This is an optimization exercise on Yosys and OpenROAD, whose aim is small area, not a production implementation. In this exercise RTL edits were held to simulation tests only and were not proved equivalent to the original. No driver is modelled on the clock port, so clocking that relies on it looks cheaper here than on a real chip. No activity file was given, so power comes from the tool's default toggle rates.

==> run a: inputs <==
// Top
module Top(
    input i_Clk, i_Rst,
    input [3:0] i_Keyboard,
    output [6:0] o_FND0, o_FND1, o_FND2,
    output [7:0] o_Red, o_Green, o_Blue,
    output o_Clk, o_blank, o_hsync, o_vsync,
    output [1:0] o_LED0,
    output [3:0] o_LED1,
    output [3:0] o_LED2);
Settings: LEC_CHECK=0, CAP_MARGIN=20, CORE_MARGIN=2, CORE_UTILIZATION=40, SLEW_MARGIN=20; clock period 20.0 ns.
standard.sh (not shown) runs the stock make flow with config.mk's settings and CLKGATE_MAP_FILE= SYNTH_SCRIPT=/design/flow/synth_recipe.tcl, a recipe that flattens the netlist after the stock synthesis.
==> flow/flow/run.sh <==
#!/bin/bash
# Layout flow: the standard ORFS flow (standard.sh), changed only in how
# cells are chosen:
#  - synthesis is the standard flow's script (synth_recipe.tcl's steps, same registers),
#    except that ABC maps the logic with an area-oriented script (abc.script)
#    and adders are left to ABC instead of full/half-adder cells;
#    pass-through wires get buf_1 instead of buf_4
#  - ports are buffered with buf_1
#  - clock tree: built by cts_pre.tcl (root + leaf clkbuf_8 buffers)
# Every tool writes its full log under orfs/logs; make's output is in flow.log.
set -euo pipefail
F=$(cd "$(dirname "${BASH_SOURCE[0]}")" && pwd)
export MY_ABC_SCRIPT=$F/abc.script
bash standard.sh \
  SYNTH_SCRIPT=$F/synth.tcl \
  ADDER_MAP_FILE= \
  "MIN_BUF_CELL_AND_PORTS=sky130_fd_sc_hd__buf_1 A X" \
  "BUFFER_PORTS_ARGS=-buffer_cell sky130_fd_sc_hd__buf_1" \
  PRE_CTS_TCL=$F/cts_pre.tcl \
  "CTS_ARGS=-buf_list sky130_fd_sc_hd__clkbuf_8 -dont_use_dummy_load -clk_nets i_Clk" \
  finish > flow.log 2>&1
==> flow/flow/cts_pre.tcl <==
# Hand-built two-level clock tree (ORFS PRE_CTS hook): a root clkbuf_8 fed by
# the clock port drives leaf clkbuf_8 buffers (clkbuf_16 where a cluster needs it), each placed at the centre of a
# cluster of flip-flops (k-means on their positions). The number of leaves is
# the smallest (from 4) whose estimated clock pin slew is at most 88 ps. CTS
# then skips the clock net (CTS_ARGS -clk_nets i_Clk), and the flow goes on as
# usual (detailed placement, timing repair).
source [file join [file dirname [info script]] manual_cts_lib.tcl]
build_clock_tree i_Clk 4 24 0.088 sky130_fd_sc_hd__clkbuf_8 sky130_fd_sc_hd__clkbuf_16 sky130_fd_sc_hd__clkbuf_8
Other scripts of this flow, unchanged in this note and not shown: flow/flow/abc.script, flow/flow/manual_cts_lib.tcl, flow/flow/synth.tcl
==> inputs of run b, as changes to run a <==
--- a/flow/design.v
+++ b/flow/design.v
@@ -39,26 +39,25 @@
          fIncSec2 = fIncSec1 && fLstSec1;
     wire fFeedback = ~(c_ClkCnt[15] ^ c_ClkCnt[14] ^ c_ClkCnt[12] ^ c_ClkCnt[3]);
     always@ (posedge i_Clk, negedge i_Rst)
         if (!i_Rst) begin
             o_Sec0   <= 0;
             o_Sec1   <= 0;
             o_Sec2   <= 0;
-            c_ClkCnt <= 0;
         end else if (!i_Enable) begin
             o_Sec0   <= 0;
             o_Sec1   <= 0;
             o_Sec2   <= 0;
-            c_ClkCnt <= 0;
         end else begin
-            c_ClkCnt <= fLstClk ? 16'd0 : {c_ClkCnt[14:0], fFeedback};
             if (fLstClk)  o_Sec0 <= fLstSec0 ? 4'd0 : o_Sec0 + 4'd1;
             if (fIncSec1) o_Sec1 <= fLstSec1 ? 4'd0 : o_Sec1 + 4'd1;
             if (fIncSec2) o_Sec2 <= fLstSec2 ? 4'd0 : o_Sec2 + 4'd1;
         end
+    always@ (posedge i_Clk)
+        c_ClkCnt <= (!i_Enable | fLstClk) ? 16'd0 : {c_ClkCnt[14:0], fFeedback};
 endmodule
 module FND(i_Data, o_FND);
 input	[3:0] i_Data;
 output	reg	[6:0] o_FND;	 
 always@*
 	case(i_Data)
 		4'h0	: o_FND = 7'b1000000;
@@ -576,68 +575,64 @@
             LV_IDLE: StartWalls = START_WALLS_1;
             LV_1:    StartWalls = START_WALLS_2;
             default: StartWalls = START_WALLS_3;
         endcase
     assign o_LED0 = c_State,
            o_LED1 = i_Keyboard,
            o_LED2 = Free;
+    wire [1:0] NewDirection = Key_o_Direction[3] ? LEFT :
+                             (Key_o_Direction[2] ? UP :
+                             (Key_o_Direction[1] ? DOWN : RIGHT));
     always @(posedge i_Clk, negedge i_Rst)
         if (!i_Rst) begin
             c_State <= IDLE;
             c_Level <= LV_IDLE;
-            c_Lag   <= 0;
             c_PlayerPos_X   <= 0;
             c_PlayerPos_Y   <= 0;
             c_NeedMove      <= 0;
             c_NextDirection <= 0;
-            {wC, wL, wU, wD, wR, wLL, wUU, wDD, wRR, wUL, wUR, wDL, wDR} <= 0;
         end else begin
-            c_Lag <= fLoad;
+            if (fNeedMove) c_NextDirection <= NewDirection;
             if (fLoad) c_Level <= c_Level + 2'd1;
             c_NeedMove <= fNeedMove ? 1'b1 : (fMove ? 1'b0 : c_NeedMove);
-            if (fNeedMove)
-                c_NextDirection <= Key_o_Direction[3] ? LEFT :
-                                  (Key_o_Direction[2] ? UP :
-                                  (Key_o_Direction[1] ? DOWN : RIGHT));
             case (c_State)
                 IDLE:     if (fStart) c_State <= RUNNING;
                 RUNNING:  if (fDrawDone && c_NeedMove) c_State <= MOVE;
                 MOVE:     c_State <= LV_CHECK;
                 LV_CHECK: c_State <= RUNNING;
             endcase
             if (fLoad) begin
                 c_PlayerPos_X <= 1;
                 c_PlayerPos_Y <= 1;
-                {wC, wL, wU, wD, wR, wLL, wUU, wDD, wRR, wUL, wUR, wDL, wDR} <= StartWalls;
-            end else if (fMove) begin
+            end else if (fMove)
                 case (c_NextDirection)
-                    LEFT: begin
-                        c_PlayerPos_X <= c_PlayerPos_X - 6'd1;
-                        {wL, wU, wD, wR} <= {wLL, wUL, wDL, wC};
-                    end
-                    RIGHT: begin
-                        c_PlayerPos_X <= c_PlayerPos_X + 6'd1;
-                        {wL, wU, wD, wR} <= {wC, wUR, wDR, wRR};
-                    end
-                    UP: begin
-                        c_PlayerPos_Y <= c_PlayerPos_Y - 5'd1;
-                        {wL, wU, wD, wR} <= {wUL, wUU, wC, wUR};
-                    end
-                    DOWN: begin
-                        c_PlayerPos_Y <= c_PlayerPos_Y + 5'd1;
-                        {wL, wU, wD, wR} <= {wDL, wC, wDD, wDR};
-                    end
+                    LEFT:  c_PlayerPos_X <= c_PlayerPos_X - 6'd1;
+                    RIGHT: c_PlayerPos_X <= c_PlayerPos_X + 6'd1;
+                    UP:    c_PlayerPos_Y <= c_PlayerPos_Y - 5'd1;
+                    DOWN:  c_PlayerPos_Y <= c_PlayerPos_Y + 5'd1;
                 endcase
-                {wC, wLL, wUU, wDD, wRR, wUL, wUR, wDL, wDR} <= 0;
-            end else if (o_blank) begin
-                if (dX0  & dY0 ) wC  <= RomWall;
-                if (dXm2 & dY0 ) wLL <= RomWall;
-                if (dX0  & dYm2) wUU <= RomWall;
-                if (dX0  & dYp2) wDD <= RomWall;
-                if (dXp2 & dY0 ) wRR <= RomWall;
-                if (dXm1 & dYm1) wUL <= RomWall;
-                if (dXp1 & dYm1) wUR <= RomWall;
-                if (dXm1 & dYp1) wDL <= RomWall;
-                if (dXp1 & dYp1) wDR <= RomWall;
-            end
         end
+    wire fScan = ~fLoad & ~fMove & o_blank;    
+    wire fKeep = ~fLoad & ~fMove;
+    reg [3:0] MovedN;
+    always @*
+        case (c_NextDirection)
+            LEFT:  MovedN = {wLL, wUL, wDL, wC};
+            RIGHT: MovedN = {wC, wUR, wDR, wRR};
+            UP:    MovedN = {wUL, wUU, wC, wUR};
+            DOWN:  MovedN = {wDL, wC, wDD, wDR};
+        endcase
+    wire [8:0] Hit = {dX0 & dY0, dXm2 & dY0, dX0 & dYm2, dX0 & dYp2, dXp2 & dY0,
+                      dXm1 & dYm1, dXp1 & dYm1, dXm1 & dYp1, dXp1 & dYp1};
+    wire [8:0] Far = {wC, wLL, wUU, wDD, wRR, wUL, wUR, wDL, wDR};
+    wire [8:0] FarNext = ({9{fLoad}} & {StartWalls[12], StartWalls[7:0]}) |
+                         ({9{fKeep}} & ~({9{fScan}} & Hit) & Far) |
+                         ({9{fScan}} & Hit & {9{RomWall}});
+    wire [3:0] NearNext = ({4{fLoad}} & StartWalls[11:8]) |
+                          ({4{~fLoad & fMove}} & MovedN) |
+                          ({4{fKeep}} & {wL, wU, wD, wR});
+    always @(posedge i_Clk) begin
+        c_Lag <= fLoad;
+        {wC, wLL, wUU, wDD, wRR, wUL, wUR, wDL, wDR} <= FarNext;
+        {wL, wU, wD, wR} <= NearNext;
+    end
 endmodule
--- a/flow/flow/run.sh
+++ b/flow/flow/run.sh
@@ -2,15 +2,15 @@
 # Layout flow: the standard ORFS flow (standard.sh), changed only in how
 # cells are chosen:
 #  - synthesis is the standard flow's script (synth_recipe.tcl's steps, same registers),
 #    except that ABC maps the logic with an area-oriented script (abc.script)
 #    and adders are left to ABC instead of full/half-adder cells;
 #    pass-through wires get buf_1 instead of buf_4
 #  - ports are buffered with buf_1
-#  - clock tree: built by cts_pre.tcl (root + leaf clkbuf_8 buffers)
+#  - clock tree: built by cts_pre.tcl (root clkbuf_8, leaf clkbuf_4/8 buffers)
 # Every tool writes its full log under orfs/logs; make's output is in flow.log.
 set -euo pipefail
 F=$(cd "$(dirname "${BASH_SOURCE[0]}")" && pwd)
 export MY_ABC_SCRIPT=$F/abc.script
 bash standard.sh \
   SYNTH_SCRIPT=$F/synth.tcl \
   ADDER_MAP_FILE= \
==> flow/flow/cts_pre.tcl (replaced) <==
# Hand-built two-level clock tree (ORFS PRE_CTS hook): a root clkbuf_8 fed by
# the clock port drives leaf clkbuf_4 buffers (clkbuf_8 where a cluster needs it), each placed at the centre of a
# cluster of flip-flops (k-means on their positions). The number of leaves is
# the smallest (from 6) whose estimated clock pin slew is at most 88 ps. CTS
# then skips the clock net (CTS_ARGS -clk_nets i_Clk), and the flow goes on as
# usual (detailed placement, timing repair).
source [file join [file dirname [info script]] manual_cts_lib.tcl]
build_clock_tree i_Clk 6 30 0.088 sky130_fd_sc_hd__clkbuf_4 sky130_fd_sc_hd__clkbuf_8 sky130_fd_sc_hd__clkbuf_8
==> inputs of run c, as changes to run a <==
--- a/flow/design.v
+++ b/flow/design.v
@@ -39,26 +39,25 @@
          fIncSec2 = fIncSec1 && fLstSec1;
     wire fFeedback = ~(c_ClkCnt[15] ^ c_ClkCnt[14] ^ c_ClkCnt[12] ^ c_ClkCnt[3]);
     always@ (posedge i_Clk, negedge i_Rst)
         if (!i_Rst) begin
             o_Sec0   <= 0;
             o_Sec1   <= 0;
             o_Sec2   <= 0;
-            c_ClkCnt <= 0;
         end else if (!i_Enable) begin
             o_Sec0   <= 0;
             o_Sec1   <= 0;
             o_Sec2   <= 0;
-            c_ClkCnt <= 0;
         end else begin
-            c_ClkCnt <= fLstClk ? 16'd0 : {c_ClkCnt[14:0], fFeedback};
             if (fLstClk)  o_Sec0 <= fLstSec0 ? 4'd0 : o_Sec0 + 4'd1;
             if (fIncSec1) o_Sec1 <= fLstSec1 ? 4'd0 : o_Sec1 + 4'd1;
             if (fIncSec2) o_Sec2 <= fLstSec2 ? 4'd0 : o_Sec2 + 4'd1;
         end
+    always@ (posedge i_Clk)
+        c_ClkCnt <= (!i_Enable | fLstClk) ? 16'd0 : {c_ClkCnt[14:0], fFeedback};
 endmodule
 module FND(i_Data, o_FND);
 input	[3:0] i_Data;
 output	reg	[6:0] o_FND;	 
 always@*
 	case(i_Data)
 		4'h0	: o_FND = 7'b1000000;
@@ -576,68 +575,64 @@
             LV_IDLE: StartWalls = START_WALLS_1;
             LV_1:    StartWalls = START_WALLS_2;
             default: StartWalls = START_WALLS_3;
         endcase
     assign o_LED0 = c_State,
            o_LED1 = i_Keyboard,
            o_LED2 = Free;
+    wire [1:0] NewDirection = Key_o_Direction[3] ? LEFT :
+                             (Key_o_Direction[2] ? UP :
+                             (Key_o_Direction[1] ? DOWN : RIGHT));
     always @(posedge i_Clk, negedge i_Rst)
         if (!i_Rst) begin
             c_State <= IDLE;
             c_Level <= LV_IDLE;
-            c_Lag   <= 0;
             c_PlayerPos_X   <= 0;
             c_PlayerPos_Y   <= 0;
             c_NeedMove      <= 0;
             c_NextDirection <= 0;
-            {wC, wL, wU, wD, wR, wLL, wUU, wDD, wRR, wUL, wUR, wDL, wDR} <= 0;
         end else begin
-            c_Lag <= fLoad;
+            if (fNeedMove) c_NextDirection <= NewDirection;
             if (fLoad) c_Level <= c_Level + 2'd1;
             c_NeedMove <= fNeedMove ? 1'b1 : (fMove ? 1'b0 : c_NeedMove);
-            if (fNeedMove)
-                c_NextDirection <= Key_o_Direction[3] ? LEFT :
-                                  (Key_o_Direction[2] ? UP :
-                                  (Key_o_Direction[1] ? DOWN : RIGHT));
             case (c_State)
                 IDLE:     if (fStart) c_State <= RUNNING;
                 RUNNING:  if (fDrawDone && c_NeedMove) c_State <= MOVE;
                 MOVE:     c_State <= LV_CHECK;
                 LV_CHECK: c_State <= RUNNING;
             endcase
             if (fLoad) begin
                 c_PlayerPos_X <= 1;
                 c_PlayerPos_Y <= 1;
-                {wC, wL, wU, wD, wR, wLL, wUU, wDD, wRR, wUL, wUR, wDL, wDR} <= StartWalls;
-            end else if (fMove) begin
+            end else if (fMove)
                 case (c_NextDirection)
-                    LEFT: begin
-                        c_PlayerPos_X <= c_PlayerPos_X - 6'd1;
-                        {wL, wU, wD, wR} <= {wLL, wUL, wDL, wC};
-                    end
-                    RIGHT: begin
-                        c_PlayerPos_X <= c_PlayerPos_X + 6'd1;
-                        {wL, wU, wD, wR} <= {wC, wUR, wDR, wRR};
-                    end
-                    UP: begin
-                        c_PlayerPos_Y <= c_PlayerPos_Y - 5'd1;
-                        {wL, wU, wD, wR} <= {wUL, wUU, wC, wUR};
-                    end
-                    DOWN: begin
-                        c_PlayerPos_Y <= c_PlayerPos_Y + 5'd1;
-                        {wL, wU, wD, wR} <= {wDL, wC, wDD, wDR};
-                    end
+                    LEFT:  c_PlayerPos_X <= c_PlayerPos_X - 6'd1;
+                    RIGHT: c_PlayerPos_X <= c_PlayerPos_X + 6'd1;
+                    UP:    c_PlayerPos_Y <= c_PlayerPos_Y - 5'd1;
+                    DOWN:  c_PlayerPos_Y <= c_PlayerPos_Y + 5'd1;
                 endcase
-                {wC, wLL, wUU, wDD, wRR, wUL, wUR, wDL, wDR} <= 0;
-            end else if (o_blank) begin
-                if (dX0  & dY0 ) wC  <= RomWall;
-                if (dXm2 & dY0 ) wLL <= RomWall;
-                if (dX0  & dYm2) wUU <= RomWall;
-                if (dX0  & dYp2) wDD <= RomWall;
-                if (dXp2 & dY0 ) wRR <= RomWall;
-                if (dXm1 & dYm1) wUL <= RomWall;
-                if (dXp1 & dYm1) wUR <= RomWall;
-                if (dXm1 & dYp1) wDL <= RomWall;
-                if (dXp1 & dYp1) wDR <= RomWall;
-            end
         end
+    wire fScan = ~fLoad & ~fMove & o_blank;    
+    wire fKeep = ~fLoad & ~fMove;
+    reg [3:0] MovedN;
+    always @*
+        case (c_NextDirection)
+            LEFT:  MovedN = {wLL, wUL, wDL, wC};
+            RIGHT: MovedN = {wC, wUR, wDR, wRR};
+            UP:    MovedN = {wUL, wUU, wC, wUR};
+            DOWN:  MovedN = {wDL, wC, wDD, wDR};
+        endcase
+    wire [8:0] Hit = {dX0 & dY0, dXm2 & dY0, dX0 & dYm2, dX0 & dYp2, dXp2 & dY0,
+                      dXm1 & dYm1, dXp1 & dYm1, dXm1 & dYp1, dXp1 & dYp1};
+    wire [8:0] Far = {wC, wLL, wUU, wDD, wRR, wUL, wUR, wDL, wDR};
+    wire [8:0] FarNext = ({9{fLoad}} & {StartWalls[12], StartWalls[7:0]}) |
+                         ({9{fKeep}} & ~({9{fScan}} & Hit) & Far) |
+                         ({9{fScan}} & Hit & {9{RomWall}});
+    wire [3:0] NearNext = ({4{fLoad}} & StartWalls[11:8]) |
+                          ({4{~fLoad & fMove}} & MovedN) |
+                          ({4{fKeep}} & {wL, wU, wD, wR});
+    always @(posedge i_Clk) begin
+        c_Lag <= fLoad;
+        {wC, wLL, wUU, wDD, wRR, wUL, wUR, wDL, wDR} <= FarNext;
+        {wL, wU, wD, wR} <= NearNext;
+    end
 endmodule
==> results.py <==
metrics = {
    "outcome": {
        "status": "complete, no violations",
    },
    "route": {
        "wire_per_inst_um": 17.8,
        "drt_wl_total_mm": 21.9,
    },
    "cells_and_area": {
        "inverters": 22,
        "multi_input_area_share_pct": 54.1,
        "final.fill_count": 1835,
        "seqCellArea_um2": 2850,
    },
    "floorplanning": {
        "die_x_um": 140,
    },
    "placement": {
        "post-place-ws_ns": 11.64,
    },
    "grt": {
        "grt_max_degree": 82,
        "grtUsageTotal_pct": 21.5,
    },
    "pwr": {
        "power_leakage_nw": 3.19,
    },
    "yosys": {
        "netlist_area_um2": 7440,
        "yosys.area_share.xor_xnor_pct": 4.12,
        "yosys.area_share.adder_pct": 0.269,
    },
}
The numbers above come from run a.

==> results.py <==
metrics = {
    "outcome": {
        "status": "complete, no violations",
    },
    "cells_and_area": {
        "multi_input_area_share_pct": 55.5,
        "seqCellArea_um2": 2700,
        "inverters": 21,
        "final.fill_count": 1837,
    },
    "job": {
        "max_cap_violations": 0,
    },
    "yosys": {
        "netlist_area_um2": 7340,
        "yosys.area_share.adder_pct": 0.273,
    },
    "grt": {
        "grt_max_degree": 70,
        "grtUsageTotal_pct": 22.5,
    },
    "pwr": {
        "power_leakage_nw": 3.05,
    },
    "floorplanning": {
        "die_x_um": 139,
    },
}
The numbers above come from run b.

==> results.py <==
metrics = {
    "outcome": {
        "status": "complete, no violations",
    },
    "cells_and_area": {
        "multi_input_area_share_pct": 55.4,
        "seqCellArea_um2": 2700,
        "inverters": 21,
        "seq_share_pct": 33.7,
        "largest_register": "T0.c_ClkCnt",
        "final.fill_count": 1830,
    },
    "floorplanning": {
        "die_x_um": 139,
    },
    "grt": {
        "grt_pass1_wl_mm": 36.8,
        "grt_max_degree": 70,
    },
    "yosys": {
        "yosys.area_share.adder_pct": 0.273,
        "netlist_area_um2": 7340,
        "yosys.area_share.xor_xnor_pct": 4.30,
    },
    "route": {
        "wire_per_inst_um": 18.4,
    },
    "pwr": {
        "power_uw": 839,
    },
    "placement": {
        "post-place-ws_ns": 11.47,
    },
}
The numbers above come from run c.

==> port drivers added, routing unchanged <==
No port has a modelled driver above. Below, the same layouts with a new extraction and two added sets of constraints. Step 1 (the two cells are an assumption about what drives the block):
set clk [get_ports {i_Clk}]
set_driving_cell -lib_cell sky130_fd_sc_hd__clkbuf_16 $clk
set_driving_cell -lib_cell sky130_fd_sc_hd__buf_2 [delete_from_list [all_inputs] $clk]
Step 2 times the ports against the registers' clock, not the clock port: input delays grow and output delays shrink by t, the midpoint of the rising clock arrivals with the driver on. Slacks: no drivers / after step 1 / after step 2; pairs: no drivers / after step 1.
| run | t (ns) | slack for setup (ns) | worst setup path at the end | latest minus earliest clock arrival (ns) |
|---|---|---|---|---|
| run a | 0.447 | 11.180 / 11.144 / 11.591 | register to output | 0.024 / 0.025 |
| run b | 0.455 | 10.839 / 10.811 / 11.266 | register to output | 0.033 / 0.033 |
| run c | 0.446 | 10.870 / 10.833 / 11.279 | register to output | 0.010 / 0.010 |
After both steps setup and hold are still met in every run listed.
